Background: an optimization exercise with open tools, aiming at small area and a short achievable clock period. Do not read the settings as production practice. Only simulation tests tie the RTL to the original design; equivalence was not proved. Power figures rest on the tool's default switching activity, not on a simulated workload.

==> design.v <==
module elm_log13(
    input  [12:0] a,
    output [3:0]  n,
    output [2:0]  f
    );
    wire        z3 = ~|a[12:5];
    wire [12:0] a1 = z3 ? {a[4:0], 8'd0} : a;
    wire        z2 = ~|a1[12:9];
    wire [12:0] a2 = z2 ? {a1[8:0], 4'd0} : a1;
    wire        z1 = ~|a2[12:11];
    wire [12:0] a3 = z1 ? {a2[10:0], 2'd0} : a2;
    wire        z0 = ~a3[12];
    wire [11:0] a4 = z0 ? {a3[10:0], 1'b0} : a3[11:0];
    wire        az = ~a3[12] & ~a3[11];
    assign n = az ? 4'd0 : 4'd12 - {z3, z2, z1, z0};
    assign f = a4[11:9];
endmodule
module elm_stage1(
    input  [15:0] x,
    input  [15:0] y,
    output [8:0]  el,
    output        ec,
    output [8:0]  eh,
    output        sf0,
    output [3:0]  nx,
    output [2:0]  fx,
    output [3:0]  ny,
    output [2:0]  fy,
    output        s
    );
    wire x_one = x[13] ^ x[14];
    wire x_two = ~x_one & (x[15] ^ x[14]);
    wire x_neg = x[15] & ~(x[14] & x[13]);
    wire y_one = y[13] ^ y[14];
    wire y_two = ~y_one & (y[15] ^ y[14]);
    wire y_neg = y[15] & ~(y[14] & y[13]);
    wire [17:0] ys = {{2{y[15]}}, y};
    wire [17:0] xs = {{4{x[13]}}, x[13:0]};
    wire [17:0] pa = (({18{x_one}} & ys) | ({18{x_two}} & {ys[16:0], 1'b0})) ^ {18{x_neg}};
    wire [17:0] pb = (({18{y_one}} & xs) | ({18{y_two}} & {xs[16:0], 1'b0})) ^ {18{y_neg}};
    assign {ec, el} = {1'b0, pa[8:0]} + {1'b0, pb[8:0]} + {9'd0, x_neg};
    assign eh = pa[17:9] + pb[17:9];
    assign sf0 = y_neg;
    elm_log13 lx(.a(x[12:0] ^ {13{x[13]}}), .n(nx), .f(fx));
    elm_log13 ly(.a(y[12:0] ^ {13{y[13]}}), .n(ny), .f(fy));
    wire nz = (x[13] | (|x[7:0])) & (y[13] | (|y[7:0]));
    assign s = nz & (x[13] ^ y[13]);
endmodule
module elm_stage2(
    input  [8:0]  el,
    input         ec,
    input  [8:0]  eh,
    input         sf0,
    input  [7:0]  l,
    input         s,
    input         z,
    output [13:0] pl,
    output [8:0]  ql,
    output        qc,
    output [8:0]  qh
    );
    wire [4:0] k = l[7:3];
    wire [2:0] f = l[2:0];
    wire [3:0]  mm = z ? 4'd0 : ({1'b1, f} ^ {4{s}});
    wire [4:0]  x1 = k[0] ? {mm, s} : {s, mm};
    wire [6:0]  x2 = k[1] ? {x1, {2{s}}} : {{2{s}}, x1};
    wire [10:0] x3 = k[2] ? {x2, {4{s}}} : {{4{s}}, x2};
    wire [18:0] x4 = k[3] ? {x3, {8{s}}} : {{8{s}}, x3};
    wire [28:3] x5 = k[4] ? {x4[12:0], {13{s}}} : {{10{s}}, x4[18:3]};
    wire [27:0] m  = {s, s, x5};
    wire        lo = (k <= 5'd13) | ((k == 5'd14) & (|f))
                   | ((k == 5'd15) & (f[1] | f[0])) | ((k == 5'd16) & f[0]);
    wire        c14 = sf0 & ~z & (s | lo);
    assign pl = m[13:0] - {13'd0, sf0};
    assign {qc, ql} = {1'b0, el} + {1'b0, m[22:14]} + {9'd0, c14};
    assign qh = eh + {{4{m[27]}}, m[27:23]} + {8'd0, ec};
endmodule
module mult_top(
    input clk,
    input  [15:0] x,
    input  [15:0] y,
    output [31:0] p_out
    );
    wire [8:0]  el, eh;
    wire        ec, sf0, s;
    wire [3:0]  nx, ny;
    wire [2:0]  fx, fy;
    elm_stage1 s1(.x(x), .y(y), .el(el), .ec(ec), .eh(eh), .sf0(sf0),
                  .nx(nx), .fx(fx), .ny(ny), .fy(fy), .s(s));
    reg [8:0]  el_r, eh_r;
    reg        ec_r, sf0_r, s_r, z_r;
    reg [6:0]  lx_r, ly_r;
    always @(posedge clk) begin
        el_r  <= el;
        ec_r  <= ec;
        eh_r  <= eh;
        sf0_r <= sf0;
        s_r   <= s;
        z_r   <= ~((x[13] | (|x[7:0])) & (y[13] | (|y[7:0])));
        lx_r  <= {nx, fx};
        ly_r  <= {ny, fy};
    end
    wire [7:0]  l = {1'b0, lx_r} + {1'b0, ly_r};
    wire [13:0] pl;
    wire [8:0]  ql, qh;
    wire        qc;
    elm_stage2 s2(.el(el_r), .ec(ec_r), .eh(eh_r), .sf0(sf0_r), .l(l), .s(s_r), .z(z_r),
                  .pl(pl), .ql(ql), .qc(qc), .qh(qh));
    reg [13:0] pl_q;
    reg [8:0]  ql_q, qh_q;
    reg        qc_q;
    always @(posedge clk) begin
        pl_q <= pl;
        ql_q <= ql;
        qc_q <= qc;
        qh_q <= qh;
    end
    assign p_out = {qh_q + {8'd0, qc_q}, ql_q, pl_q};
endmodule
==> flow/run.sh <==
#!/bin/bash
# Layout flow: the standard ORFS flow (standard.sh) with two changes:
#  - Yosys's full/half adder extraction is off (ADDER_MAP_FILE empty), so ABC
#    maps the adders itself;
#  - the port buffers are sky130_fd_sc_hd__buf_2 instead of the delay buffer
#    buffer_ports picks by default.
# make's full output goes to flow_make.log; each tool's log is under orfs/logs/.
set -euo pipefail
cd "$(dirname "$0")/.."
bash standard.sh ADDER_MAP_FILE= "BUFFER_PORTS_ARGS=-buffer_cell sky130_fd_sc_hd__buf_2"  finish > flow_make.log 2>&1
==> standard.sh <==
#!/bin/bash
# synth_recipe.tcl (not shown) runs the flow's synth.tcl, then flattens the netlist and writes it again
# the make line also repeats each setting of config.mk as NAME=value (left out here)
make -C /OpenROAD-flow-scripts/flow DESIGN_CONFIG=/design/flow/config.mk WORK_HOME=/design/flow/orfs CLKGATE_MAP_FILE= SYNTH_SCRIPT=/design/flow/synth_recipe.tcl "${@:-finish}"
==> config.mk <==
export PLATFORM = sky130hd
export DESIGN_NAME = mult_top
export DESIGN_NICKNAME = mult_top
export VERILOG_FILES = /design/flow/design.v
export SDC_FILE = /design/flow/constraint.sdc
export NUM_CORES = 4
export LEC_CHECK = 0
export ABC_AREA = 1
export CAP_MARGIN = 20
export CORE_MARGIN = 2
export CORE_UTILIZATION = 40
export SETUP_SLACK_MARGIN = 3.6
export SLEW_MARGIN = 20
==> constraint.sdc <==
create_clock -name core_clock -period 7.0 [get_ports {clk}]
set_input_delay 1.4000 -clock core_clock [delete_from_list [all_inputs] [get_ports {clk}]]
set_output_delay 1.4000 -clock core_clock [all_outputs]
set_load 0.01 [all_outputs]
==> results of run 1 <==
logic make-up (layout without fill, tap and decap cells):
family | Yosys count | count (layout)
xor gates and xnor gates | 94 | 94
muxes | 2 | 2
buffers and inverters | 164 | 256
AOI/OAI and AO/OA | 130 | 131
DFF | 69 | 69
and+or+nand+nor | 485 | 486
metrics by stage:
step | util (%) | total power (uW) | hold WS, ns | cells | instance area, sq um
global route | 49.7 | 2890 | 0.526 | 1222 | 7130
CTS | 46.2 | 2590 | 0.485 | 1192 | 6630
detailed placement | 43.9 | 2140 | 0.468 | 1176 | 6300
global placement | 43.9 | 2120 | 0.468 | 1176 | 6300
finish | 49.7 | 2620 | 0.479 | 1222 | 7130
floorplan | - | 1830 | 0.438 | 944 | 5870
sequential cells by signal, indices dropped and copies added, names as in the netlist:
name   cells
pl_q      14
z_r        1
ec_r       1
qc_q       1
lx_r       7
qh_q       9
eh_r       9
ql_q       9
el_r       9
ly_r       7
s_r        1
sf0_r      1
area by class of cell:
class	count	area, sq um	share of cell area [%]
flip-flops and latches	69	1380	19.4
clock inverters	5	50.0	0.702
inverters	148	566	7.93
clock buffers	11	243	3.40
repair buffers	92	558	7.82
multi-input cells	713	4110	57.5
well taps	184	230	3.23
cell usage after synthesis (4+ instances only):
cell / count / share of area [%]
a21oi_1: 17 / 1.5
a21oi_2: 4 / 0.60
buf_2: 6 / 0.51
buf_6: 5 / 0.96
dfxtp_1: 69 / 24
inv_1: 127 / 8.2
inv_2: 20 / 1.3
nand2_1: 290 / 19
nand2_2: 22 / 2.4
nand3_1: 55 / 4.7
nor2_1: 74 / 4.8
nor2_2: 6 / 0.64
nor3_1: 6 / 0.51
o21a_1: 4 / 0.51
o21ai_0: 40 / 3.4
o21ai_1: 15 / 1.3
o21ai_2: 5 / 0.75
o22ai_1: 28 / 3.0
or2_1: 7 / 0.75
or2_2: 7 / 0.75
xnor2_1: 33 / 5.0
xor2_1: 58 / 8.7
routing by layer:
| layer | track usage (%) | part of all wire, % | up-vias |
|---|---|---|---|
| met5 | 0 | 0 | - |
| met4 | 6.28 | 1.4 | 0 |
| met3 | 2.23 | 4.2 | 14 |
| met2 | 25.7 | 45 | 140 |
| met1 | 23.6 | 49 | 2438 |
| li1 | - | - | 3141 |
report_power, final:
part | internal (uW) | total (uW) | switching, uW
Clock | 283 | 445 | 162
Sequential | 548 | 609 | 61.9
Combinational | 591 | 1570 | 977
worst paths after layout:
kind	start	end	slack, ns	depth (start not counted)
min reg2reg	ec_r	qh_q[0]	0.48	2
max	y[13]	ec_r	3.72	18
max reg2reg	s_r	pl_q[10]	4.11	18
min	ec_r	qh_q[0]	0.48	2
critical path, stage by stage:
cell and delay (ns):
buf_12 0.14, nand2_4 0.09, inv_2 0.07, nor2_4 0.19, clkinv_4 0.11, buf_4 0.17
xor2_1 0.17, or2_1 0.23, nand2_1 0.06, inv_1 0.05, nand2_1 0.06, nand2_1 0.07
nand2_1 0.08, nand2_2 0.08, a21oi_4 0.16, o21ai_2 0.08, a21oi_2 0.17, o21ai_0 0.10
timing repair:
| item | CTS | global route |
|---|---|---|
| setup endpoints to repair | 18 | 37 |
| gates resized for setup | 8 | 72 |
| cloned | 0 | 2 |
| hold endpoints to repair | 0 | 0 |
| pin swaps | 0 | 12 |
| setup buffers | 0 | 28 |
==> results.txt, run 1 <==
Vias/cell: 4.69
CTS tree: built
Post-synth EDFFs: 0
Core Area: 14400 sq um
Fin crit period: 3.28 ns
Startpoint types: input pin
Outcome: finished clean
Pre-Repair DR Iteration Count: 5
Asr flop ratio synth: 0%
Post-synth top flop: dfxtp_1
Max Clk Rate: 305 MHz
GRT Total Usage: 16.6%
Library cells used by synthesis: 51
DP Worst Slack: 2.95 ns
Clock Tree Root: clkbuf_16
Worst vdd ir: 146 uV
Gr ovfl total: 0
WL per Instance: 11.2 microns
Die Footprint: 15600 sq um
Post-synthesis cell count: 944
Fin crit share: 46.8%
Layout Area Growth over Synthesis: 22.2%
Gp weighted congestion: 0.944
Reg clk slew, reported paths: 0.06 ns
Post-DRT Antenna Nets: 0
CTS buffer count: 9
Final Hold Fails: 0
DRC errors left: 0
IO buf count: 64
N_diodes: 0
Starting Density: 40.6%
WP data required: 7.21 ns
Initial antenna violation count: 0
Syn avg cell area: 6.18 sq um
Adder-cell share of the synthesized area: 0%
Max_slew headroom: 64.1%
Clk sinks: 69
PD cells: 367 nW/um^2
Clk_skew: 0.00800 ns
Tightest Pin Transition: 0.539 ns
Fin nets: 1066
Yosys warning total: 1
Die W: 125 microns
PnR worst setup slack: 3.72 ns
# hold bufs at CTS: 0
CP Capture Type: flop
RSZ-0062 raised after global routing: yes
FILL cells: 1510
Post-Synth XOR/XNOR Area: 14.7%
CTS H-Tree Depth: 3
IO Pins: 65
Synth Area in Compound Gates: 13.5%
Most common cell after layout, fill and taps aside: nand2_1
P_leak: 0.00381 uW
Worst hold path type: flop to flop
Routed via count: 5733
Initial DRC count: 267
Synthesized flop and latch total: 69
First-pass GRT wire length: 21.8 mm
Clock Latency Late Sink: 0.33 ns
Post-synthesis mux area share: 0.343%
Largest family of logic cells by synthesized area: simple AND/OR/NAND/NOR gates
Synth Cell Area: 5840 sq um
Vias in the first global route: 4847
Largest net degree at the start of global routing: 25
Commonest cells after routing, fill and taps aside: nand2_1 (276), inv_1 (124), nor2_1 (69)
Syn Nets: 977
Site row count: 44
Setup violations, final: 0
Wirelength, routed: 13.7 mm
Share of layout cells above drive strength 1: 22.6%
Max_cap viols: 0
Die Height: 125 microns
CTS max path bufs: 2
Max-slew violations: 0
Sequential area share after synthesis: 23.7%
WS Path Type: input pin to flop
Critical Path AT: 3.49 ns
Setup TNS: 0 ns
Crit-path max FO: 17
Detail Placement HPWL: 10.8 mm
Post-Synth Simple-Gate Area: 36.3%
==> run 2: changes to the inputs <==
--- a/config.mk
+++ b/config.mk
@@ -9,5 +9,5 @@
 export CAP_MARGIN = 20
 export CORE_MARGIN = 2
 export CORE_UTILIZATION = 40
-export SETUP_SLACK_MARGIN = 3.6
+export SETUP_SLACK_MARGIN = 3.9
 export SLEW_MARGIN = 20
==> run 2 against run 1 <==
Against the previous run:
- clock skew decreased by 0.00094 ns
- cell count increased by 3.1%
- global-route usage increased by 1.7 points
- first-iteration DRC count increased by 14%
- sequential cell count unchanged
- total power increased by 7.2%
- wire length increased by 11%
- sequential share of layout area decreased by 2.0 points
- via count increased by 4.2%
- largest cell class unchanged
- synthesized cell count unchanged
- combinational power increased by 11%
==> results.txt, run 2 <==
Outcome: finished clean
Pre-Repair DR Iteration Count: 6 (+1)
Most numerous cell in the Yosys netlist: nand2_1
Sequential area share after synthesis: 23.7% (unchanged)
Vias in the first global route: 5213 (+7.6%)
Synthesized flop and latch total: 69 (unchanged)
Worst Hold Depth: 2 (unchanged)
Starting Density: 40.6% (unchanged)
PD cells: 351 nW/um^2 (-4.5%)
N_diodes: 0 (unchanged)
Fin crit period: 3.22 ns (-0.0569 ns)
Post-synth EDFFs: 0 (unchanged)
RSZ-0062 raised after global routing: yes
Fin nets: 1104 (+3.6%)
Site row count: 44 (unchanged)
Tightest Pin Transition: 0.526 ns (-0.0125 ns)
Die Footprint: 15600 sq um (unchanged)
DP Worst Slack: 2.95 ns (-0.000760 ns)
Max reg flops: 14 (unchanged)
Routed via count: 5972 (+4.2%)
Leading area contributor after synthesis: dfxtp_1
# hold bufs at CTS: 0 (unchanged)
Die Height: 125 microns (unchanged)
GRT Total Usage: 18.3% (+1.7 points)
Most frequent cells after synthesis: nand2_1 (290), inv_1 (127), nor2_1 (74)
Clock Tree Root: clkbuf_16
IO Pins: 65 (unchanged)
Wirelength, routed: 15.3 mm (+11%)
R2R Path End: pl_q[10]
Layout Area Growth over Synthesis: 37.3%
IO buf count: 64 (unchanged)
Initial DRC count: 304 (+14%)
Synth top area share: 23.7% (unchanged)
Most common cell after layout, fill and taps aside: nand2_1
CP Capture Type: flop
Setup TNS: 0 ns (unchanged)
Core Area: 14400 sq um (unchanged)
WS Path Type: input pin to flop
Startpoint types: input pin
Worst Hold Path EP: qh_q[0]
Post-DRT Antenna Nets: 0 (unchanged)
Gp weighted congestion: 0.891 (-5.6%)
Max_slew headroom: 64.5% (+0.38 points)
P_leak: 0.00416 uW (+9.4%)
Synth Cell Area: 5840 sq um (unchanged)
Max_cap viols: 0 (unchanged)
Fin crit share: 46.0% (-0.81 points)
CTS max path bufs: 2 (unchanged)
Gr ovfl total: 0 (unchanged)
Initial antenna violation count: 0 (unchanged)
Yosys warning total: 1 (unchanged)
CTS H-Tree Depth: 3 (unchanged)
Worst vdd ir: 164 uV (+12%)
Syn Nets: 977 (unchanged)
Clk_skew: 0.00706 ns (-0.000943 ns)
Max-slew violations: 0 (unchanged)
First-pass GRT wire length: 23.8 mm (+8.9%)
WL per Instance: 12.1 microns (+8.0%)
Largest cells by area after synthesis: dfxtp_1 (24%), nand2_1 (19%), xor2_1 (8.7%), inv_1 (8.2%), xnor2_1 (5.0%)
Final Hold Fails: 0 (unchanged)
Worst Reg2Reg Path Length in Cells: 20 (+2)
Final Power: 2810 uW (+7.2%)
Reg clk slew, reported paths: 0.05 ns (about the same)
Syn avg cell area: 6.18 sq um (unchanged)
Slowest stage cell, crit path: o21ai_4
Crit path cell chain: buf_16 -> nand2_8 -> inv_6 -> o21ai_4 -> o22ai_2 -> xor2_1 -> or2_1 -> buf_4 -> buf_6 -> nand2_4 -> nand2_2 -> nand2_2 -> a21oi_4 -> o21ai_2 -> a21oi_2 -> xor2_1
CP max stage delay: 0.32 ns (+0.09 ns)
Clock Latency Late Sink: 0.33 ns (about the same)
Library cells used by synthesis: 51 (unchanged)
Largest net degree at the start of global routing: 25 (unchanged)
DRC errors left: 0 (unchanged)
Die W: 125 microns (unchanged)
CTS buffer count: 9 (unchanged)
Critical Path AT: 3.44 ns (-0.05 ns)
Commonest cells after routing, fill and taps aside: nand2_1 (259), inv_1 (117), nor2_1 (64), dfxtp_1 (64), buf_4 (57)
Fin util: 55.8% (+6.1 points)
Asr flop ratio synth: 0% (unchanged)
Hold Startpoint: ec_r
Max Clk Rate: 310 MHz (+1.8%)
Setup violations, final: 0 (unchanged)
Post-synthesis cell count: 944 (unchanged)
Share of layout cells above drive strength 1: 31.2% (+8.6 points)
Crit-path max FO: 8 (-9)
Vias/cell: 4.74 (+1.0%)
Clk sinks: 69 (unchanged)
Biggest register: pl_q
Worst hold path type: flop to flop
Detail Placement HPWL: 11.0 mm (+2.0%)
Setup slack, reg-to-reg: 4.24 ns (+0.13 ns)
PnR worst setup slack: 3.78 ns (+0.0569 ns)
Post-synth top flop: dfxtp_1
CTS tree: built
WP data required: 7.22 ns (about the same)
R2r startpoint: ly_r[0]
run 2: cell counts after synthesis:
Identical to the previous run, type by type.
run 2: area by class of cell:
| class | instances | area (sq um) |
|---|---|---|
| Clock buffer | 12 | 246 |
| Inverter | 148 | 578 |
| Multi-Input combinational cell | 712 | 4510 |
| Fill cell | 1338 | 6360 |
| Tap cell | 184 | 230 |
| Clock inverter | 4 | 47.5 |
| Timing Repair Buffer | 131 | 1010 |
| Sequential cell | 69 | 1390 |
run 2: kinds of logic after synthesis:
logic type | Yosys count | synth area share (%)
and+or+nand+nor | 485 | 36.3
buffers and inverters | 164 | 11.6
AOI/OAI and AO/OA | 130 | 13.5
xor gates and xnor gates | 94 | 14.7
DFF | 69 | 23.7
muxes | 2 | 0.343
run 2: what timing repair did:
item                                    in CTS  in global routing
resized for setup                           55                113
cloned                                       3                  1
pin swaps                                   35                 53
endpoints found under the hold margin        0                  0
endpoints found under the setup margin      45                 38
buffers inserted                            30                 34
run 2: layer usage:
metal | GRT usage (%) | wire length (microns) | vias up
met4 | 5.22 | 229 | 0
met1 | 24.3 | 7190 | 2598
met3 | 3.31 | 546 | 22
met5 | 0 | 0 | -
met2 | 30.5 | 7300 | 135
li1 | - | - | 3217
run 2: stage by stage:
step / hold slack, ns / instances / cell area [sq um]
floorplan: 0.438 / 944 / 6020
global placement: 0.465 / 1176 / 6410
detailed placement: 0.466 / 1176 / 6410
CTS: 0.474 / 1225 / 7250
global route: 0.513 / 1260 / 8010
finish: 0.468 / 1260 / 8010
run 2: worst max-delay path by stage:
stage                   end   from  depth (start not counted)
finish              el_r[8]  y[13]                         16
global route        ly_r[1]  y[13]                         17
CTS                 el_r[8]  y[13]                         17
detailed placement  el_r[8]  y[13]                         17
global placement    eh_r[8]  y[13]                         21
floorplan           eh_r[7]  y[13]                         22
run 2: power by group:
group          switching [uW]  leakage (uW)  internal, uW
Combinational            1050       0.00344           698
Sequential               70.9      0.000581           551
Clock                     162      0.000143           284
run 2: worst max-delay path: cells and delay by family:
family | cells | cell delay, ns
XOR/XNOR | 2 | 0.33
buffers and inverters | 4 | 0.43
AO/OA/AOI/OAI | 5 | 0.77
AND/OR/NAND/NOR | 5 | 0.49
==> run 3: changes to the inputs <==
--- a/config.mk
+++ b/config.mk
@@ -9,5 +9,5 @@
 export CAP_MARGIN = 20
 export CORE_MARGIN = 2
 export CORE_UTILIZATION = 40
-export SETUP_SLACK_MARGIN = 3.9
+export SETUP_SLACK_MARGIN = 3.4
 export SLEW_MARGIN = 20
==> run 3 against run 2 <==
Against the previous run:
- combinational power fell by 13%
- wire length fell by 15%
- sequential cell count did not move
- die area did not move
- clock power fell by 4%
- largest power group unchanged
==> results.txt, run 3 <==
Routed via count: 5537 (-7.3%)
Placed instance area: 6270 sq um (-2.1%)
Detail Placement HPWL: 10.7 mm (-2.8%)
Worst hold path type: flop to flop
Wirelength, routed: 12.9 mm (-15%)
Crit-path max FO: 20 (+12)
Die Footprint: 15600 sq um (unchanged)
Outcome: finished clean
Met3 Track Usage GR: 3.26% (-0.043 points)
R2R Path End: pl_q[10]
P_leak: 0.00361 uW (-13%)
Most numerous cell in the Yosys netlist: nand2_1
CTS max path bufs: 2 (unchanged)
N_diodes: 0 (unchanged)
DP Cell Count: 1176 (unchanged)
DRC errors left: 0 (unchanged)
Clk_skew: 0.00894 ns (+0.00188 ns)
Starting Density: 40.6% (unchanged)
Vias/cell: 4.64 (-2.1%)
Sequential area share after synthesis: 23.7% (unchanged)
CTS buffer count: 9 (unchanged)
Fin crit period: 3.38 ns (+0.157 ns)
Worst Reg2Reg Path Length in Cells: 18 (-10%)
Setup violations, final: 0 (unchanged)
Initial DRC count: 239 (-21%)
Sequential cell area: 1380 sq um (-0.63%)
Die Height: 125 microns (unchanged)
Die W: 125 microns (unchanged)
Max reg flops: 14 (unchanged)
IO Pins: 65 (unchanged)
IO buf count: 64 (unchanged)
M1 GR Usage: 23.5% (-0.83 points)
PD cells: 383 nW/um^2 (+9.1%)
Vias in the first global route: 4835 (-7.3%)
Post-Layout Cell Count: 1193 (-5.3%)
Yosys warning total: 1 (unchanged)
Crit path cell chain: buf_6 -> or2_1 -> nand2_1 -> nand2_4 -> o22ai_1 -> xor2_1 -> or2_1 -> nand2_1 -> inv_1 -> nand2_1 -> nand2_1 -> nand2_1 -> nand2_1 -> a21oi_2 -> o21ai_2 -> a21oi_2 -> xor2_1
Design area: 6670 sq um (-17%)
Largest family of logic cells by synthesized area: simple AND/OR/NAND/NOR gates
Final Hold Fails: 0 (unchanged)
Largest cells by area after synthesis: dfxtp_1 (24%), nand2_1 (19%), xor2_1 (8.7%), inv_1 (8.2%), xnor2_1 (5.0%)
Worst Hold Path EP: qh_q[0]
First-pass GRT wire length: 22.0 mm (-7.5%)
Tightest Pin Transition: 0.990 ns (+0.464 ns)
Initial antenna violation count: 0 (unchanged)
Fin nets: 1039 (-5.9%)
Max_slew headroom: 33.9% (-31 points)
Largest net degree at the start of global routing: 25 (unchanged)
Core Area: 14400 sq um (unchanged)
Gp weighted congestion: 0.939 (+5.4%)
Final Power: 2550 uW (-9.1%)
Syn Nets: 977 (unchanged)
Worst Hold Depth: 2 (unchanged)
Biggest register: pl_q
Met2 Use GR: 25.7% (-4.8 points)
Worst vdd ir: 165 uV (+0.49%)
Commonest cells after routing, fill and taps aside: nand2_1 (288), inv_1 (127), nor2_1 (73)
Setup slack, reg-to-reg: 3.79 ns (-0.45 ns)
Post-synthesis mux area share: 0.343% (unchanged)
Hold Startpoint: ec_r
Most frequent cells after synthesis: nand2_1 (290), inv_1 (127), nor2_1 (74)
CTS H-Tree Depth: 3 (unchanged)
Clock Tree Root: clkbuf_16
Layout Area Growth over Synthesis: 14.3%
Worst path top cell family by delay: simple AND/OR/NAND/NOR gates
Synth top area share: 23.7% (unchanged)
Post-Synth Simple-Gate Area: 36.3% (unchanged)
Gr ovfl total: 0 (unchanged)
CP Capture Type: flop
R2r startpoint: s_r
Buf/Inv on CP: 2 (-2)
Reg clk slew, reported paths: 0.06 ns (about the same)
Clock Latency Late Sink: 0.33 ns (about the same)
Share of layout cells above drive strength 1: 16.7% (-14 points)
Site row count: 44 (unchanged)
Max_cap viols: 0 (unchanged)
Post-synth top flop: dfxtp_1
Syn avg cell area: 6.18 sq um (unchanged)
Post-synth EDFFs: 0 (unchanged)
RSZ-0062 raised after global routing: yes
Critical Path AT: 3.64 ns (+0.20 ns)
Pre-Repair DR Iteration Count: 5 (-1)
WS Path Type: input pin to flop
Fin crit share: 48.3% (+2.2 points)
DP Worst Slack: 2.91 ns (-0.0478 ns)
Synth Area in Compound Gates: 13.5% (unchanged)
Synth Cell Area: 5840 sq um (unchanged)
Startpoint types: input pin
Most common cell after layout, fill and taps aside: nand2_1
CP most frequent cell: nand2_1
GRT Total Usage: 16.7% (-1.7 points)
Library cells used by synthesis: 51 (unchanged)
Synthesized flop and latch total: 69 (unchanged)
CTS tree: built
Post-synthesis cell count: 944 (unchanged)
Slowest stage cell, crit path: or2_1
Clk sinks: 69 (unchanged)
FILL cells: 1561 (+17%)
Area of the multi-input gates: 3850 sq um (-15%)
WP data required: 7.26 ns (+0.04 ns)
Max-slew violations: 0 (unchanged)
Leading area contributor after synthesis: dfxtp_1
Max Clk Rate: 296 MHz (-4.6%)
GRT Max-Usage Layer: met2
WL per Instance: 10.8 microns (-11%)
Adder-cell share of the synthesized area: 0% (unchanged)
PnR worst setup slack: 3.62 ns (-0.157 ns)
Post-Synth XOR/XNOR Area: 14.7% (unchanged)
Post-DRT Antenna Nets: 0 (unchanged)
Setup TNS: 0 ns (unchanged)
Asr flop ratio synth: 0% (unchanged)
CP max stage delay: 0.28 ns (-0.04 ns)
-- run 3: cell counts after synthesis --
Identical to the previous run, type by type.
-- run 3: worst max path at each step --
stage,startpoint,to,slack (ns),cells past startpoint
2_1_floorplan,x[13],eh_r[7],3.53,20
3_3_place_gp,x[13],eh_r[8],2.97,20
3_5_place_dp,x[13],el_r[8],2.91,17
4_1_cts,y[13],el_r[8],3.45,17
5_1_grt,y[13],ec_r,3.34,17
6_report,x[13],el_r[8],3.62,17
-- run 3: repair_timing --
action,in CTS,in global routing
endpoints found under the setup margin,10,17
hold buffers,0,0
resized for setup,4,20
buffers inserted,0,3
-- run 3: per-layer routing --
| layer | part of all wire, % | routed length (microns) |
|---|---|---|
| met3 | 5.0 | 652 |
| met2 | 43 | 5560 |
| met4 | 1.1 | 142 |
| met1 | 51 | 6580 |
| met5 | 0 | 0 |
-- run 3: area by class of cell --
cell class                 instances  area share, %
tap                              184           3.45
clock inverter                     1         0.0750
timing repair buffer              67           5.33
clock buffer                      13           4.20
sequential                        69           20.7
inverter                         148           8.44
multi-input combinational        711           57.8
-- run 3: where the power goes --
part	internal (uW)	leakage (uW)	total (uW)	switching, uW
registers	548	0.000581	610	62.0
clock network	274	0.000144	430	156
logic	564	0.00289	1520	951
-- run 3: cells by family (layout without fill, tap and decap cells) --
logic type             count (synthesis)  after routing
AND/OR/NAND/NOR                      485            485
buffers and inverters                164            229
AO/OA/AOI/OAI                        130            130
XOR/XNOR                              94             94
flip-flops                            69             69
multiplexers                           2              2
-- run 3: stage by stage --
stage	util (%)	hold slack [ns]
after CTS	45.7	0.472
final	46.4	0.467
after detailed placement	43.6	0.457
after global routing	46.4	0.502
after global placement	43.6	0.464
after floorplan	-	0.438
-- run 3: tightest hold or removal path, stage by stage, from the launching register on --
cell and delay, ns:
dfxtp_1 0.32, a21oi_1 0.04, nor2_1 0.07
==> run 4: changes to the inputs <==
--- a/config.mk
+++ b/config.mk
@@ -9,5 +9,5 @@
 export CAP_MARGIN = 20
 export CORE_MARGIN = 2
 export CORE_UTILIZATION = 40
-export SETUP_SLACK_MARGIN = 3.4
+export SETUP_SLACK_MARGIN = 3.3
 export SLEW_MARGIN = 20
==> run 4 against run 3 <==
Against the previous run:
- clock skew rose by 0.00064 ns
- critical path type unchanged
- count of clock-buffer cells in the layout unchanged
- fmax down 0.60%
- critical endpoint unchanged
- via count fell by 1.2%
==> results.txt, run 4 <==
Initial antenna violation count: 0 (unchanged)
Worst vdd ir: 165 uV (about the same)
Startpoint types: input pin
Fin crit period: 3.40 ns (+0.0205 ns)
CP max stage delay: 0.26 ns (-0.02 ns)
Syn avg cell area: 6.18 sq um (unchanged)
Yosys warning total: 1 (unchanged)
CTS tree: built
Post-Layout Cell Count: 1190 (-0.25%)
DR top layer: met4
DP Cell Count: 1176 (unchanged)
Max_slew headroom: 35.9% (+2.0 points)
Gr ovfl total: 0 (unchanged)
Switch Pwr: 1170 uW (-0.26%)
Sequential cell area: 1380 sq um (unchanged)
DRT met1 WL: 6.57 mm (about the same)
Comb power frac: 59.3% (about the same)
FILL cells: 1557 (-0.26%)
Reg power frac: 23.9% (about the same)
Detail Placement HPWL: 10.7 mm (unchanged)
Final Power: 2550 uW (-0.24%)
Crit path cell chain: buf_6 -> or2_1 -> nand2_1 -> nand2_2 -> o22ai_1 -> xor2_1 -> or2_1 -> nand2_1 -> inv_1 -> nand2_1 -> nand2_1 -> nand2_1 -> nand2_1 -> a21oi_2 -> o21ai_2 -> a21oi_2 -> xor2_1
Max-slew violations: 0 (unchanged)
Die Height: 125 microns (unchanged)
Max Clk Rate: 294 MHz (-0.60%)
WL met3: 621 microns (-4.8%)
Largest net degree at the start of global routing: 25 (unchanged)
Critical Path AT: 3.66 ns (+0.02 ns)
Slowest stage cell, crit path: or2_1
Site row count: 44 (unchanged)
DRC errors left: 0 (unchanged)
Pre-Repair DR Iteration Count: 5 (unchanged)
Most frequent cells after synthesis: nand2_1 (290), inv_1 (127), nor2_1 (74)
Sw frac: 45.8% (about the same)
Sequential area share after synthesis: 23.7% (unchanged)
RSZ-0062 raised after global routing: no
P_leak: 0.00359 uW (-0.74%)
Clock power frac: 16.8% (about the same)
Setup TNS: 0 ns (unchanged)
Most common cell after layout, fill and taps aside: nand2_1
PnR worst setup slack: 3.60 ns (-0.0205 ns)
Starting Density: 40.6% (unchanged)
DR WL met2: 5.49 mm (-1.2%)
Core Area: 14400 sq um (unchanged)
Max_cap viols: 0 (unchanged)
Largest cells by area after synthesis: dfxtp_1 (24%), nand2_1 (19%), xor2_1 (8.7%), inv_1 (8.2%), xnor2_1 (5.0%)
Setup violations, final: 0 (unchanged)
Buf/Inv on CP: 2 (unchanged)
Share of layout cells above drive strength 1: 16.3% (-0.45 points)
Worst path top cell family by delay: simple AND/OR/NAND/NOR gates
WL per Instance: 10.7 microns (-0.83%)
Area of the multi-input gates: 3820 sq um (-0.97%)
DP Worst Slack: 2.91 ns (unchanged)
Asr flop ratio synth: 0% (unchanged)
Post-synthesis cell count: 944 (unchanged)
Layout Area Growth over Synthesis: 13.2%
Fin crit share: 48.6% (+0.29 points)
Gp weighted congestion: 0.939 (unchanged)
Vias in the first global route: 4835 (unchanged)
GRT Total Usage: 16.7% (about the same)
Clk sinks: 69 (unchanged)
Most numerous cell in the Yosys netlist: nand2_1
Tightest Pin Transition: 0.961 ns (-0.0297 ns)
Die Footprint: 15600 sq um (unchanged)
CTS max path bufs: 2 (unchanged)
First-pass GRT wire length: 22.0 mm (about the same)
Hold WS: 0.467 ns (-0.0000520 ns)
Biggest register: pl_q
WS Path Type: input pin to flop
Post-synth top flop: dfxtp_1
Library cells used by synthesis: 51 (unchanged)
Initial DRC count: 253 (+5.9%)
PD cells: 386 nW/um^2 (+0.66%)
Outcome: finished clean
Vias/cell: 4.59 (-1.0%)
Final Hold Fails: 0 (unchanged)
Synth Cell Area: 5840 sq um (unchanged)
Clock Latency Late Sink: 0.33 ns (about the same)
CP Capture Type: flop
Synthesized flop and latch total: 69 (unchanged)
CTS H-Tree Depth: 3 (unchanged)
IO buf count: 64 (unchanged)
CP most frequent cell: nand2_1
Post-synth EDFFs: 0 (unchanged)
Fin nets: 1036 (-0.29%)
Internal cell power: 1380 uW (-0.23%)
Leading area contributor after synthesis: dfxtp_1
Reg clk slew, reported paths: 0.06 ns (about the same)
Die W: 125 microns (unchanged)
IO Pins: 65 (unchanged)
Commonest cells after routing, fill and taps aside: nand2_1 (288), inv_1 (127), nor2_1 (73)
Wirelength, routed: 12.8 mm (-1.1%)
Crit-path max FO: 20 (unchanged)
Clk_skew: 0.00957 ns (+0.000637 ns)
Clock Tree Root: clkbuf_16
N_diodes: 0 (unchanged)
Worst hold path type: flop to flop
Post-DRT Antenna Nets: 0 (unchanged)
Max reg flops: 14 (unchanged)
CTS buffer count: 9 (unchanged)
WP data required: 7.26 ns (about the same)
Routed via count: 5468 (-1.2%)
Syn Nets: 977 (unchanged)
Synth top area share: 23.7% (unchanged)
==> run 4: changes by cell type in the layout (fill, tap and decap cells not counted), sizes merged <==
cell / change
buf: -3
==> run 4: what timing repair did <==
item                       4_1_cts  5_1_grt
gates cloned                     0        0
setup buffers                    0        0
hold buffers                     0        0
setup endpoints to repair        4       18
resized for setup                1       18
==> run 4: per-stage QoR <==
stage          utilization, %  cell area, sq um
5_1_grt                  46.0              6610
2_1_floorplan               -              5840
3_5_place_dp             43.6              6270
4_1_cts                  45.6              6560
3_3_place_gp             43.6              6270
6_report                 46.0              6610
==> run 4: worst reg2reg max path, delay by kind of cell, from the launching register on <==
family / cells / cell delay, ns
buffers and inverters: 3 / 0.41
and+or+nand+nor: 10 / 1.07
DFF: 1 / 0.95
AOI/OAI and AO/OA: 5 / 0.65
==> run 4: metal layers <==
layer	up-vias	track usage [%]
met3	7	3.26
li1	3075	-
met5	-	0
met2	117	25.7
met4	0	4.76
met1	2269	23.5
==> run 4: area by class of cell <==
type / instances / area share [%]
clock inverter: 1 / 0.0757
multi-input combinational: 711 / 57.8
clock buffer: 13 / 4.24
sequential: 69 / 20.9
inverter: 148 / 8.52
timing repair buffer: 64 / 5.04
tap: 184 / 3.48
==> run 4: path summary, 6_finish.rpt <==
kind / start / to / slack (ns) / cells after the start
setup / recovery: x[13] / el_r[8] / 3.60 / 17
hold / removal: ec_r / qh_q[0] / 0.47 / 2
setup reg to reg: s_r / pl_q[10] / 3.82 / 18
hold reg to reg: ec_r / qh_q[0] / 0.47 / 2
==> run 4: kinds of logic after synthesis <==
| logic type | Yosys count | share of synthesized area, % |
|---|---|---|
| simple gates | 485 | 36.3 |
| buf+inv | 164 | 11.6 |
| compound gates | 130 | 13.5 |
| xor+xnor | 94 | 14.7 |
| flops | 69 | 23.7 |
| mux | 2 | 0.343 |
==> run 4: power by group through the flow <==
stage / clock, uW / sequential [uW] / combinational (uW)
floorplan: 0 / 631 / 1190
global placement: 0 / 616 / 1510
detailed placement: 0 / 619 / 1520
CTS: 443 / 611 / 1520
global route: 461 / 626 / 1740
finish: 429 / 610 / 1510
==> run 5: changes to the inputs <==
--- a/config.mk
+++ b/config.mk
@@ -9,5 +9,6 @@
 export CAP_MARGIN = 20
 export CORE_MARGIN = 2
 export CORE_UTILIZATION = 40
-export SETUP_SLACK_MARGIN = 3.3
+export CTS_BUF_LIST = sky130_fd_sc_hd__clkbuf_8
+export SETUP_SLACK_MARGIN = 3.4
 export SLEW_MARGIN = 20
==> run 5 against run 4 <==
Against the previous run:
- die area did not move
- critical endpoint unchanged
- via count rose by 0.93%
- sequential cell count did not move
- sequential power barely moved
- utilization fell by 0.31 points
- worst hold slack improved by 0.0065 ns
- register-to-register slack got worse by 0.05 ns
- highest routed layer unchanged
- combinational power barely moved
- critical path depth did not move
- non-clock buffer count rose by 3
==> results.txt, run 5 <==
Synthesized flop and latch total: 69 (unchanged)
Worst Reg2Reg Path Length in Cells: 16 (-2)
Crit path cell chain: buf_6 -> or2_1 -> nand2_1 -> nand2_2 -> o22ai_1 -> xor2_1 -> or2_1 -> nand2_1 -> inv_1 -> nand2_1 -> nand2_1 -> nand2_1 -> nand2_1 -> a21oi_2 -> o21ai_2 -> a21oi_2 -> xor2_1
Switch Pwr: 1160 uW (-0.92%)
Worst Hold Depth: 2 (unchanged)
CP Capture Type: flop
CTS tree: built
Max reg flops: 14 (unchanged)
Initial DRC count: 232 (-8.3%)
Yosys warning total: 1 (unchanged)
Post-DRT Antenna Nets: 0 (unchanged)
Post-synth top flop: dfxtp_1
Synth Cell Area: 5840 sq um (unchanged)
Commonest cells after routing, fill and taps aside: nand2_1 (287), inv_1 (127), nor2_1 (73)
Clock Latency Late Sink: 0.35 ns (+0.02 ns)
WL per Instance: 10.8 microns (+0.63%)
CTS H-Tree Depth: 3 (unchanged)
Asr flop ratio synth: 0% (unchanged)
DP Worst Slack: 2.91 ns (unchanged)
Wirelength, routed: 12.9 mm (+0.88%)
IO buf count: 64 (unchanged)
Clock power frac: 12.6% (-4.2 points)
N_diodes: 0 (unchanged)
Clk sinks: 69 (unchanged)
Die Footprint: 15600 sq um (unchanged)
RSZ-0062 raised after global routing: yes
Initial antenna violation count: 0 (unchanged)
GRT Total Usage: 16.6% (-0.054 points)
Outcome: finished clean
P_leak: 0.00356 uW (-0.61%)
IO Pins: 65 (unchanged)
Leading area contributor after synthesis: dfxtp_1
Clk_skew: 0.0118 ns (+0.00222 ns)
Max-slew violations: 0 (unchanged)
CP max stage delay: 0.26 ns (about the same)
Sequential area share after synthesis: 23.7% (unchanged)
Reg clk slew, reported paths: 0.08 ns (+0.02 ns)
Library cells used by synthesis: 51 (unchanged)
Internal cell power: 1270 uW (-7.8%)
Setup violations, final: 0 (unchanged)
WP data required: 7.29 ns (+0.03 ns)
Post-Layout Cell Count: 1193 (+0.25%)
Share of layout cells above drive strength 1: 16.9% (+0.65 points)
CP most frequent cell: nand2_1
Die Height: 125 microns (unchanged)
Gr ovfl total: 0 (unchanged)
Pre-Repair DR Iteration Count: 5 (unchanged)
DP Cell Count: 1176 (unchanged)
Fin crit share: 48.6% (about the same)
Starting Density: 40.6% (unchanged)
Most numerous cell in the Yosys netlist: nand2_1
Max_cap viols: 0 (unchanged)
First-pass GRT wire length: 21.9 mm (-0.25%)
R2r startpoint: s_r
CTS max path bufs: 2 (unchanged)
Clock Tree Root: clkbuf_8
Critical Path AT: 3.69 ns (+0.03 ns)
# hold bufs at CTS: 0 (unchanged)
Most frequent cells after synthesis: nand2_1 (290), inv_1 (127), nor2_1 (74)
Slowest stage cell, crit path: or2_1
Largest cells by area after synthesis: dfxtp_1 (24%), nand2_1 (19%), xor2_1 (8.7%), inv_1 (8.2%), xnor2_1 (5.0%)
Biggest register: pl_q
PnR worst setup slack: 3.60 ns (-0.00209 ns)
CTS buffer count: 9 (unchanged)
Largest net degree at the start of global routing: 25 (unchanged)
Vias/cell: 4.63 (+0.68%)
Most common cell after layout, fill and taps aside: nand2_1
PD cells: 370 nW/um^2 (-4.0%)
Synth top area share: 23.7% (unchanged)
Routed via count: 5519 (+0.93%)
Sw frac: 47.5% (+1.8 points)
Worst Hold Path EP: qh_q[0]
Fin nets: 1039 (+0.29%)
Vias in the first global route: 4844 (+0.19%)
Startpoint types: input pin
Setup slack, reg-to-reg: 3.77 ns (-0.05 ns)
Core Area: 14400 sq um (unchanged)
Post-synthesis cell count: 944 (unchanged)
Hold Startpoint: ec_r
Comb power frac: 62.4% (+3.1 points)
DRC errors left: 0 (unchanged)
Syn Nets: 977 (unchanged)
Final Hold Fails: 0 (unchanged)
Max_slew headroom: 32.2% (-3.6 points)
Gp weighted congestion: 0.939 (unchanged)
Reg power frac: 25.1% (+1.2 points)
WS Path Type: input pin to flop
Site row count: 44 (unchanged)
Tightest Pin Transition: 1.01 ns (+0.0543 ns)
Post-synth EDFFs: 0 (unchanged)
Die W: 125 microns (unchanged)
Setup TNS: 0 ns (unchanged)
Layout Area Growth over Synthesis: 12.5%
R2R Path End: pl_q[10]
Detail Placement HPWL: 10.7 mm (unchanged)
Fin crit period: 3.40 ns (+0.00209 ns)
Worst vdd ir: 114 uV (-31%)
Syn avg cell area: 6.18 sq um (unchanged)
Worst hold path type: flop to flop
Crit-path max FO: 20 (unchanged)
Max Clk Rate: 294 MHz (about the same)
-- run 5: cell counts after synthesis --
Identical to the previous run, type by type.
-- run 5: cell type report --
cell class / instances / area, sq um
clock buffer: 13 / 179
timing repair buffer: 67 / 355
fill: 1571 / 7800
inverter: 148 / 563
tap: 184 / 230
multi-input combinational: 711 / 3850
sequential: 69 / 1380
clock inverter: 1 / 5.00
-- run 5: metrics by stage --
step	cell area (sq um)	total power [uW]	utilization, %	hold WS [ns]
after floorplan	5840	1820	-	0.438
after global placement	6270	2120	43.6	0.464
after detailed placement	6270	2130	43.6	0.457
after CTS	6460	2450	45.0	0.476
after global routing	6570	2700	45.7	0.505
final	6570	2430	45.7	0.473
-- run 5: critical path: cells and delay by family --
kind | cells | cell delay, ns
buffers and inverters | 2 | 0.20
AND/OR/NAND/NOR | 9 | 1.12
XOR/XNOR | 2 | 0.26
AO/OA/AOI/OAI | 4 | 0.70
-- run 5: power by group through the flow --
stage	clock network, uW	logic, uW	registers [uW]
after floorplan	0	1190	631
after global placement	0	1510	616
after detailed placement	0	1520	619
after CTS	318	1520	610
after global routing	333	1750	625
final	305	1520	609
-- run 5: layer usage --
metal	up-vias	share of wire, %	track usage, %
met5	-	0	0
met4	0	0.88	4.96
met3	9	4.7	3.01
met2	117	43	25.7
met1	2313	51	23.5
li1	3080	-	-
-- run 5: what timing repair did --
| action | CTS | global route |
|---|---|---|
| gates resized for setup | 2 | 24 |
| setup buffers | 0 | 3 |
| setup endpoints to repair | 4 | 18 |
| pin swaps | 0 | 2 |
-- run 5: how the worst max path moves through the flow --
stage                from      end  slack [ns]  depth (start not counted)
floorplan           x[13]  eh_r[7]        3.53                         20
global placement    x[13]  eh_r[8]        2.97                         20
detailed placement  x[13]  el_r[8]        2.91                         17
CTS                 x[13]  eh_r[8]        3.41                         20
global route        x[13]     ec_r        3.38                         17
finish              x[13]  el_r[8]        3.60                         17
-- run 5: cells by family after synthesis --
kind of cell / after synthesis / synth area share (%)
xor+xnor: 94 / 14.7
mux: 2 / 0.343
buf+inv: 164 / 11.6
compound gates: 130 / 13.5
flops: 69 / 23.7
simple gates: 485 / 36.3
==> run 6: changes to the inputs <==
--- a/config.mk
+++ b/config.mk
@@ -8,7 +8,7 @@
 export ABC_AREA = 1
 export CAP_MARGIN = 20
 export CORE_MARGIN = 2
-export CORE_UTILIZATION = 40
+export CORE_UTILIZATION = 60
 export CTS_BUF_LIST = sky130_fd_sc_hd__clkbuf_8
-export SETUP_SLACK_MARGIN = 3.4
+export SETUP_SLACK_MARGIN = 3.3
 export SLEW_MARGIN = 20
==> run 6 against run 5 <==
Against the previous run:
- non-clock buffer count fell by 1
- area after synthesis did not move
- fmax fell by 1.7%
- critical endpoint is now lx_r[2]
- utilization rose by 24 points
==> results.txt, run 6 <==
Syn Nets: 977 (unchanged)
Gr ovfl total: 0 (unchanged)
Max_cap viols: 0 (unchanged)
Synth top area share: 23.7% (unchanged)
Initial DRC count: 212 (-8.6%)
Startpoint types: input pin
Share of layout cells above drive strength 1: 16.9% (about the same)
Clock Latency Late Sink: 0.35 ns (about the same)
Reg power frac: 24.1% (-1.0 points)
Worst Reg2Reg Path Length in Cells: 26 (+10)
CTS H-Tree Depth: 3 (unchanged)
Fin util: 69.8% (+24 points)
Die Footprint: 10500 sq um (-32%)
Fin crit share: 49.4% (+0.85 points)
Final Power: 2530 uW (+4.3%)
Met2 Use GR: 52.1% (+26 points)
Synth Cell Area: 5840 sq um (unchanged)
R2R Path End: ql_q[8]
RSZ-0062 raised after global routing: no
CP max stage delay: 0.20 ns (-0.06 ns)
Post-synthesis cell count: 944 (unchanged)
Yosys warning total: 1 (unchanged)
Setup slack, reg-to-reg: 4.14 ns (+0.37 ns)
Library cells used by synthesis: 51 (unchanged)
DP Cell Count: 1122 (-4.6%)
Hold WS: 0.484 ns (+0.0107 ns)
WL per Instance: 12.1 microns (+12%)
Post-synth EDFFs: 0 (unchanged)
R2r startpoint: ly_r[1]
GRT Max-Usage Layer: met2
GRT Total Usage: 27.6% (+11 points)
M1 GR Usage: 31.1% (+7.6 points)
Leading area contributor after synthesis: dfxtp_1
Site row count: 35 (-20%)
Tightest Pin Transition: 0.515 ns (-0.500 ns)
Critical Path AT: 3.74 ns (+0.05 ns)
CP Capture Type: flop
DRC errors left: 0 (unchanged)
Asr flop ratio synth: 0% (unchanged)
Internal cell power: 1320 uW (+3.3%)
Most common cell after layout, fill and taps aside: nand2_1
Hold Startpoint: ec_r
N_diodes: 0 (unchanged)
Switch Pwr: 1220 uW (+5.5%)
Syn avg cell area: 6.18 sq um (unchanged)
Most frequent cells after synthesis: nand2_1 (290), inv_1 (127), nor2_1 (74)
Post-DRT Antenna Nets: 0 (unchanged)
Vias in the first global route: 5657 (+17%)
Sequential area share after synthesis: 23.7% (unchanged)
Vias/cell: 5.24 (+13%)
Worst hold path type: flop to flop
Sw frac: 48.1% (+0.53 points)
Fin crit period: 3.46 ns (+0.0596 ns)
Max Clk Rate: 289 MHz (-1.7%)
PD cells: 389 nW/um^2 (+5.2%)
P_leak: 0.00357 uW (+0.18%)
Setup violations, final: 0 (unchanged)
Outcome: finished clean
Die W: 103 microns (-18%)
First-pass GRT wire length: 23.5 mm (+7.0%)
Pre-Repair DR Iteration Count: 5 (unchanged)
Worst Hold Depth: 2 (unchanged)
Core Area: 9330 sq um (-35%)
FILL cells: 867 (-45%)
CTS max path bufs: 2 (unchanged)
Synthesized flop and latch total: 69 (unchanged)
Most numerous cell in the Yosys netlist: nand2_1
Wirelength, routed: 13.8 mm (+7.1%)
Area of the multi-input gates: 3830 sq um (-0.52%)
IO buf count: 64 (unchanged)
Slowest stage cell, crit path: mux2i_1
Setup TNS: 0 ns (unchanged)
Worst vdd ir: 170 uV (+50%)
Starting Density: 62.6% (+22 points)
Max-slew violations: 0 (unchanged)
Met3 Track Usage GR: 4.68% (+1.7 points)
Sequential cell area: 1380 sq um (unchanged)
Largest cells by area after synthesis: dfxtp_1 (24%), nand2_1 (19%), xor2_1 (8.7%), inv_1 (8.2%), xnor2_1 (5.0%)
Reg clk slew, reported paths: 0.09 ns (about the same)
Crit path cell chain: buf_6 -> nor2_1 -> nor2_1 -> inv_2 -> nand2_1 -> nor3b_2 -> nand2_2 -> inv_2 -> o21ai_1 -> nand2_1 -> nor2_1 -> nand3_2 -> nor2_2 -> inv_2 -> o21ai_2 -> inv_2 -> nor2_4 -> nand2_1 -> nand2_2 -> mux2i_1
Detail Placement HPWL: 11.2 mm (+4.3%)
Clock Tree Root: clkbuf_8
WP data required: 7.28 ns (about the same)
Fin nets: 1038 (-0.096%)
Post-Layout Cell Count: 1139 (-4.5%)
Max reg flops: 14 (unchanged)
CTS buffer count: 9 (unchanged)
Commonest cells after routing, fill and taps aside: nand2_1 (288), inv_1 (127), nor2_1 (73)
Post-synth top flop: dfxtp_1
Largest net degree at the start of global routing: 21 (-16%)
Clk_skew: 0.00945 ns (-0.00234 ns)
Biggest register: pl_q
WS Path Type: input pin to flop
Layout Area Growth over Synthesis: 11.6%
Max_slew headroom: 65.2% (+33 points)
CP most frequent cell: inv_2
IO Pins: 65 (unchanged)
Final Hold Fails: 0 (unchanged)
Initial antenna violation count: 0 (unchanged)
Clk sinks: 69 (unchanged)
Crit-path max FO: 20 (unchanged)
Routed via count: 5966 (+8.1%)
Comb power frac: 60.8% (-1.6 points)
CTS tree: built
Clock power frac: 15.1% (+2.5 points)
Worst Hold Path EP: qh_q[0]
Gp weighted congestion: 0.931 (-0.88%)
Die Height: 103 microns (-18%)
==> run 6: cell counts after synthesis <==
Identical to the previous run, type by type.
==> run 6: metrics by stage <==
step                      setup slack [ns]  area [sq um]
final                                 3.54          6510
after global routing                  3.23          6510
after CTS                             3.41          6440
after detailed placement              2.88          6210
after global placement                2.99          6210
after floorplan                       3.53          5840
==> run 6: final cells by class <==
| class | instances | share of cell area (%) |
|---|---|---|
| Inverter | 148 | 8.61 |
| Tap cell | 129 | 2.48 |
| Clock inverter | 7 | 1.61 |
| Multi-Input combinational cell | 711 | 58.8 |
| Clock buffer | 9 | 1.90 |
| Sequential cell | 69 | 21.2 |
| Timing Repair Buffer | 66 | 5.34 |
==> run 6: cells by family (layout without fill, tap and decap cells) <==
family / count (synthesis) / after routing / synth area share (%)
AOI/OAI and AO/OA: 130 / 130 / 13.5
xor gates and xnor gates: 94 / 94 / 14.7
buffers and inverters: 164 / 230 / 11.6
DFF: 69 / 69 / 23.7
muxes: 2 / 2 / 0.343
and+or+nand+nor: 485 / 485 / 36.3
==> run 6: worst max path at each step <==
stage	startpoint	to	slack (ns)	depth (start not counted)
after global placement	x[13]	eh_r[8]	2.99	20
after CTS	x[13]	el_r[8]	3.41	17
final	x[13]	lx_r[2]	3.54	20
after floorplan	x[13]	eh_r[7]	3.53	20
after global routing	x[13]	lx_r[0]	3.23	21
after detailed placement	x[13]	el_r[8]	2.88	17
==> run 6: what timing repair did <==
| action | 4_1_cts | 5_1_grt |
|---|---|---|
| setup buffers | 0 | 1 |
| hold buffers | 0 | 0 |
| endpoints found under the setup margin | 6 | 16 |
| gates resized for setup | 2 | 18 |
| pin swaps | 0 | 1 |
==> run 6: worst max-delay path, delay by kind of cell <==
kind | cells | cell delay (ns)
buffers and inverters | 5 | 0.49
AOI/OAI and AO/OA | 2 | 0.19
and+or+nand+nor | 12 | 1.46
muxes | 1 | 0.20
==> run 6: power groups by stage <==
stage / logic, uW / clock network, uW / registers, uW
after floorplan: 1190 / 0 / 631
after global placement: 1480 / 0 / 614
after detailed placement: 1530 / 0 / 619
after CTS: 1530 / 390 / 610
after global routing: 1770 / 404 / 629
final: 1540 / 383 / 610
==> run 6: routing by layer <==
| layer | vias to the layer above | wire (microns) |
|---|---|---|
| met5 | - | 0 |
| met4 | 0 | 257 |
| met3 | 31 | 694 |
| met2 | 180 | 6980 |
| met1 | 2679 | 5890 |
| li1 | 3076 | - |
==> run 7: changes to the inputs <==
--- a/config.mk
+++ b/config.mk
@@ -8,7 +8,9 @@
 export ABC_AREA = 1
 export CAP_MARGIN = 20
 export CORE_MARGIN = 2
-export CORE_UTILIZATION = 60
+export CORE_UTILIZATION = 40
 export CTS_BUF_LIST = sky130_fd_sc_hd__clkbuf_8
+export CTS_CLUSTER_DIAMETER = 100
+export CTS_CLUSTER_SIZE = 30
 export SETUP_SLACK_MARGIN = 3.3
 export SLEW_MARGIN = 20
==> run 7 against run 6 <==
Against the previous run:
- still clean
- first-iteration DRC count grew 7.1%
- wire length down 7.6%
- register-to-register slack got worse by 0.34 ns
- critical path type unchanged
- highest routed layer unchanged
==> results.txt, run 7 <==
Setup slack, reg-to-reg: 3.80 ns (-0.34 ns)
Commonest cells after routing, fill and taps aside: nand2_1 (288), inv_1 (127), nor2_1 (73)
R2R Path End: pl_q[10]
Max-slew violations: 0 (unchanged)
Syn Nets: 977 (unchanged)
Biggest register: pl_q
CP max stage delay: 0.24 ns (+0.04 ns)
Outcome: finished clean
Worst hold path type: flop to flop
DRC errors left: 0 (unchanged)
PnR worst setup slack: 3.61 ns (+0.0732 ns)
Die Footprint: 15600 sq um (+48%)
Post-synthesis cell count: 944 (unchanged)
N_diodes: 0 (unchanged)
Setup violations, final: 0 (unchanged)
CP Capture Type: flop
Final Hold Fails: 0 (unchanged)
CTS buffer count: 9 (unchanged)
Syn avg cell area: 6.18 sq um (unchanged)
Startpoint types: input pin
Post-synth top flop: dfxtp_1
Post-CTS setup repair buffer count: 0 (unchanged)
Clk sinks: 69 (unchanged)
Hold WS: 0.474 ns (-0.00977 ns)
Asr flop ratio synth: 0% (unchanged)
RSZ-0062 raised after global routing: no
CTS H-Tree Depth: 3 (unchanged)
Fin util: 45.3% (-25 points)
Max reg flops: 14 (unchanged)
Gp weighted congestion: 0.939 (+0.89%)
IO Pins: 65 (unchanged)
Slowest stage cell, crit path: or2_1
Vias in the first global route: 4844 (-14%)
Gr ovfl total: 0 (unchanged)
Critical Path AT: 3.67 ns (-0.07 ns)
Most numerous cell in the Yosys netlist: nand2_1
Max Clk Rate: 295 MHz (+2.2%)
Sequential area share after synthesis: 23.7% (unchanged)
P_leak: 0.00354 uW (-0.86%)
Max_cap viols: 0 (unchanged)
Fin crit period: 3.39 ns (-0.0732 ns)
Reg clk slew, reported paths: 0.08 ns (about the same)
Pre-Repair DR Iteration Count: 5 (unchanged)
Worst Hold Depth: 2 (unchanged)
Vias/cell: 4.59 (-12%)
Post-synth EDFFs: 0 (unchanged)
Crit-path max FO: 17 (-15%)
Layout Area Growth over Synthesis: 11.5% (about the same)
Hold Startpoint: ec_r
Initial antenna violation count: 0 (unchanged)
Wirelength, routed: 12.8 mm (-7.6%)
Core Area: 14400 sq um (+54%)
Routed via count: 5466 (-8.4%)
Worst Reg2Reg Path Length in Cells: 16 (-38%)
Library cells used by synthesis: 51 (unchanged)
Most common cell after layout, fill and taps aside: nand2_1
CP most frequent cell: nand2_1
DP Worst Slack: 2.91 ns (+0.0267 ns)
Clock Tree Root: clkbuf_8
GRT Total Usage: 16.6% (-11 points)
Die Height: 125 microns (+22%)
FILL cells: 1566 (+81%)
Crit path cell chain: buf_6 -> inv_2 -> nand2_1 -> nand2_1 -> o21ai_4 -> o22ai_1 -> xor2_1 -> or2_1 -> nand2_1 -> inv_1 -> nand2_1 -> nand2_1 -> nand2_1 -> nand2_1 -> a21oi_2 -> o21ai_2 -> a21oi_2 -> xor2_1
Max_slew headroom: 35.2% (-30 points)
Site row count: 44 (+26%)
Tightest Pin Transition: 0.971 ns (+0.456 ns)
CTS max path bufs: 2 (unchanged)
Fin nets: 1036 (-0.19%)
PD cells: 372 nW/um^2 (-4.4%)
Detail Placement HPWL: 10.7 mm (-4.1%)
CTS tree: built
# hold bufs at CTS: 0 (unchanged)
Fin crit share: 48.4% (-1.0 points)
Clock Latency Late Sink: 0.35 ns (about the same)
Die W: 125 microns (+22%)
Starting Density: 40.6% (-22 points)
Largest net degree at the start of global routing: 25 (+19%)
R2r startpoint: s_r
Initial DRC count: 227 (+7.1%)
Leading area contributor after synthesis: dfxtp_1
WL per Instance: 10.7 microns (-12%)
Largest cells by area after synthesis: dfxtp_1 (24%), nand2_1 (19%), xor2_1 (8.7%), inv_1 (8.2%), xnor2_1 (5.0%)
Share of layout cells above drive strength 1: 16.3% (-0.63 points)
Post-DRT Antenna Nets: 0 (unchanged)
Yosys warning total: 1 (unchanged)
WS Path Type: input pin to flop
Setup TNS: 0 ns (unchanged)
Clk_skew: 0.0136 ns (+0.00412 ns)
WP data required: 7.28 ns (about the same)
Worst vdd ir: 113 uV (-33%)
Worst Hold Path EP: qh_q[0]
Synth Cell Area: 5840 sq um (unchanged)
Most frequent cells after synthesis: nand2_1 (290), inv_1 (127), nor2_1 (74)
Synthesized flop and latch total: 69 (unchanged)
First-pass GRT wire length: 22.0 mm (-6.5%)
IO buf count: 64 (unchanged)
Synth top area share: 23.7% (unchanged)
==> run 7: changes by cell type in the layout (fill, tap and decap cells not counted), sizes merged <==
cell | before | now
clkinv | 0 | 1
inv | 152 | 148
clkbuf | 9 | 13
bufinv | 2 | 0
buf | 66 | 64
clkinvlp | 1 | 0
==> run 7: logic make-up (layout without fill, tap and decap cells) <==
group	Yosys count	in the layout	synth area share, %
DFF	69	69	23.7
xor gates and xnor gates	94	94	14.7
muxes	2	2	0.343
buffers and inverters	164	226	11.6
AOI/OAI and AO/OA	130	130	13.5
and+or+nand+nor	485	485	36.3
==> run 7: metal layers <==
metal / global-route usage, % / vias up / wire length, microns
li1: - / 3075 / -
met1: 23.5 / 2284 / 6650
met2: 25.7 / 99 / 5450
met3: 3.01 / 8 / 568
met4: 4.96 / 0 / 112
met5: 0 / - / 0
==> run 7: cell type report <==
type	instances	area, sq um	area share (%)
flip-flops and latches	69	1380	21.2
inverters	148	563	8.65
repair buffers	64	333	5.11
well taps	184	230	3.54
clock inverters	1	5.00	0.0769
multi-input cells	711	3820	58.7
clock buffers	13	179	2.75
==> run 7: worst max-delay path, delay by kind of cell <==
kind	cells	cell delay (ns)
and+or+nand+nor	8	0.84
AOI/OAI and AO/OA	5	0.78
xor gates and xnor gates	2	0.33
buffers and inverters	3	0.32
==> run 7: report_power, final <==
group          total, uW  switching, uW  internal (uW)
clock                305            142            163
combinational       1510            948            561
sequential           609           62.1            547
total               2420           1150           1270
==> run 7: how the worst max path moves through the flow <==
stage / endpoint / slack, ns / cells after the start / start
final: el_r[8] / 3.61 / 18 / y[13]
after global routing: lx_r[2] / 3.36 / 19 / x[13]
after CTS: el_r[8] / 3.34 / 17 / y[13]
after detailed placement: el_r[8] / 2.91 / 17 / x[13]
after global placement: eh_r[8] / 2.97 / 20 / x[13]
after floorplan: eh_r[7] / 3.53 / 20 / x[13]
==> run 7: what timing repair did <==
item,in CTS,in global routing
endpoints found under the setup margin,3,17
gates cloned,0,0
resized for setup,1,18
hold endpoints to repair,0,0
==> run 7: per-stage QoR <==
stage                     total power, uW  cells  cell area (sq um)
after floorplan                      1820    944               5840
after global placement               2120   1176               6270
after detailed placement             2130   1176               6270
after CTS                            2450   1190               6460
after global routing                 2700   1190               6510
final                                2420   1190               6510
==> run 8: changes to the inputs <==
--- a/config.mk
+++ b/config.mk
@@ -10,7 +10,6 @@
 export CORE_MARGIN = 2
 export CORE_UTILIZATION = 40
 export CTS_BUF_LIST = sky130_fd_sc_hd__clkbuf_8
-export CTS_CLUSTER_DIAMETER = 100
-export CTS_CLUSTER_SIZE = 30
+export GPL_ROUTABILITY_DRIVEN = 0
 export SETUP_SLACK_MARGIN = 3.3
 export SLEW_MARGIN = 20
==> run 8 against run 7 <==
Against the previous run:
- area after synthesis unchanged
- combinational power about the same
- clock power up about 30%
- global-route usage up 0.14 points
- register-to-register slack worse by 0.02 ns
- still clean on timing, DRC and antenna
- sequential share of layout area down 0.36 points
- via count up 1.2%
- highest routed layer unchanged
- cell count up 0.17%
==> results.txt, run 8 <==
N_diodes: 0 (unchanged)
Yosys warning total: 1 (unchanged)
CTS tree: built
Fin crit share: 48.3% (about the same)
Max_slew headroom: 33.5% (-1.7 points)
Area of the multi-input gates: 3860 sq um (+1.2%)
Pre-Repair DR Iteration Count: 5 (unchanged)
Synth Cell Area: 5840 sq um (unchanged)
Site row count: 44 (unchanged)
Setup TNS: 0 ns (unchanged)
Clk_skew: 0.00823 ns (-0.00533 ns)
Largest cells by area after synthesis: dfxtp_1 (24%), nand2_1 (19%), xor2_1 (8.7%), inv_1 (8.2%), xnor2_1 (5.0%)
CP Capture Type: flop
Most numerous cell in the Yosys netlist: nand2_1
WS Path Type: input pin to flop
Most frequent cells after synthesis: nand2_1 (290), inv_1 (127), nor2_1 (74)
Initial antenna violation count: 0 (unchanged)
Vias/cell: 4.64 (+1.0%)
Synth top area share: 23.7% (unchanged)
Clk sinks: 69 (unchanged)
Clock Latency Late Sink: 0.35 ns (about the same)
Largest net degree at the start of global routing: 25 (unchanged)
Tightest Pin Transition: 0.996 ns (+0.0255 ns)
Vias in the first global route: 5002 (+3.3%)
Commonest cells after routing, fill and taps aside: nand2_1 (288), inv_1 (127), nor2_1 (73)
WL per Instance: 10.7 microns (about the same)
Critical Path AT: 3.67 ns (about the same)
Max Clk Rate: 295 MHz (about the same)
IO buf count: 64 (unchanged)
Startpoint types: input pin
Leading area contributor after synthesis: dfxtp_1
Post-synth top flop: dfxtp_1
Post-synth EDFFs: 0 (unchanged)
DRC errors left: 0 (unchanged)
Sequential cell area: 1380 sq um (unchanged)
PD cells: 382 nW/um^2 (+2.5%)
Max-slew violations: 0 (unchanged)
Crit-path max FO: 17 (unchanged)
# hold bufs at CTS: 0 (unchanged)
Die W: 125 microns (unchanged)
Sequential area share after synthesis: 23.7% (unchanged)
WP data required: 7.29 ns (about the same)
Die Height: 125 microns (unchanged)
Final Hold Fails: 0 (unchanged)
DP Worst Slack: 2.95 ns (+0.0432 ns)
CTS buffer count: 9 (unchanged)
Die Footprint: 15600 sq um (unchanged)
Wirelength, routed: 12.8 mm (+0.22%)
Hold WS: 0.485 ns (+0.0111 ns)
Starting Density: 40.6% (unchanged)
Post-Layout Cell Count: 1192 (+0.17%)
Detail Placement HPWL: 10.6 mm (-0.80%)
First-pass GRT wire length: 22.2 mm (+1.1%)
IO Pins: 65 (unchanged)
GRT Total Usage: 16.8% (+0.14 points)
Post-DRT Antenna Nets: 0 (unchanged)
Biggest register: pl_q
Initial DRC count: 261 (+15%)
Syn avg cell area: 6.18 sq um (unchanged)
Worst hold path type: flop to flop
Core Area: 14400 sq um (unchanged)
Reg clk slew, reported paths: 0.08 ns (about the same)
Syn Nets: 977 (unchanged)
Outcome: finished clean
RSZ-0062 raised after global routing: no
Share of layout cells above drive strength 1: 16.9% (+0.56 points)
Worst vdd ir: 133 uV (+17%)
Asr flop ratio synth: 0% (unchanged)
Fin nets: 1036 (unchanged)
Most common cell after layout, fill and taps aside: nand2_1
Max reg flops: 14 (unchanged)
Layout Area Growth over Synthesis: 13.4%
CTS max path bufs: 2 (unchanged)
Gr ovfl total: 0 (unchanged)
Fin util: 46.1% (+0.78 points)
Routed via count: 5530 (+1.2%)
CTS H-Tree Depth: 3 (unchanged)
Max_cap viols: 0 (unchanged)
Post-CTS setup repair buffer count: 0 (unchanged)
Library cells used by synthesis: 51 (unchanged)
PnR worst setup slack: 3.62 ns (+0.00290 ns)
DP Cell Count: 1176 (unchanged)
Synthesized flop and latch total: 69 (unchanged)
Post-synthesis cell count: 944 (unchanged)
FILL cells: 1574 (+0.51%)
Clock Tree Root: clkbuf_8
P_leak: 0.00358 uW (+1.1%)
Fin crit period: 3.38 ns (-0.00290 ns)
Setup violations, final: 0 (unchanged)
run 8: cell counts after synthesis:
No cell type changed its count.
run 8: repair_timing:
item / CTS / global route
endpoints found under the setup margin: 0 / 19
gates resized for setup: 0 / 26
endpoints found under the hold margin: 0 / 0
run 8: kinds of logic (layout without fill, tap and decap cells):
| logic type | after synthesis | in the layout | share of synthesized area [%] |
|---|---|---|---|
| simple gates | 485 | 485 | 36.3 |
| buf+inv | 164 | 228 | 11.6 |
| compound gates | 130 | 130 | 13.5 |
| xor+xnor | 94 | 94 | 14.7 |
| flops | 69 | 69 | 23.7 |
| mux | 2 | 2 | 0.343 |
run 8: final timing paths:
path	slack, ns	endpoint	from	depth (start not counted)
setup / recovery	3.62	el_r[8]	y[13]	17
hold reg to reg	0.49	qh_q[0]	ec_r	2
hold / removal	0.49	qh_q[0]	ec_r	2
setup reg to reg	3.78	pl_q[10]	s_r	18
run 8: critical path: stages:
cell and delay [ns]:
buf_6 0.16, nand2_2 0.10, inv_1 0.08, nor2_2 0.30, inv_4 0.18, xor2_1 0.21
or2_1 0.24, nand2_1 0.06, inv_1 0.05, nand2_1 0.06, nand2_1 0.08, nand2_1 0.06
nand2_1 0.08, a21oi_2 0.21, o21ai_2 0.10, a21oi_2 0.17, xor2_1 0.15
run 8: routing by layer:
layer	vias up	global-route usage [%]	wire length [microns]
li1	3077	-	-
met1	2312	23.7	6580
met2	125	26.0	5400
met3	16	2.84	621
met4	0	5.02	197
met5	-	0	0
run 8: stage by stage:
step           area, sq um  total power, uW
2_1_floorplan         5840             1820
3_3_place_gp          6270             2120
3_5_place_dp          6270             2130
4_1_cts               6520             2540
5_1_grt               6620             2810
6_report              6620             2530
run 8: cell type report:
| type | instances | area share [%] |
|---|---|---|
| Tap cell | 184 | 3.48 |
| Timing Repair Buffer | 64 | 5.03 |
| Sequential cell | 69 | 20.9 |
| Clock buffer | 10 | 2.08 |
| Multi-Input combinational cell | 711 | 58.4 |
| Inverter | 148 | 8.51 |
| Clock inverter | 6 | 1.66 |
run 8: power breakdown:
group | total, uW | internal, uW | switching, uW
clock network | 398 | 246 | 152
registers | 609 | 547 | 62.5
logic | 1520 | 563 | 956

Setup slack of run 8, layout unchanged: 3.616 ns with ideal ports, 3.615 ns with driving cells assumed (clock clkbuf_16, inputs buf_2), 3.237 ns with port delays also shifted by the 0.379 ns mid clock arrival.
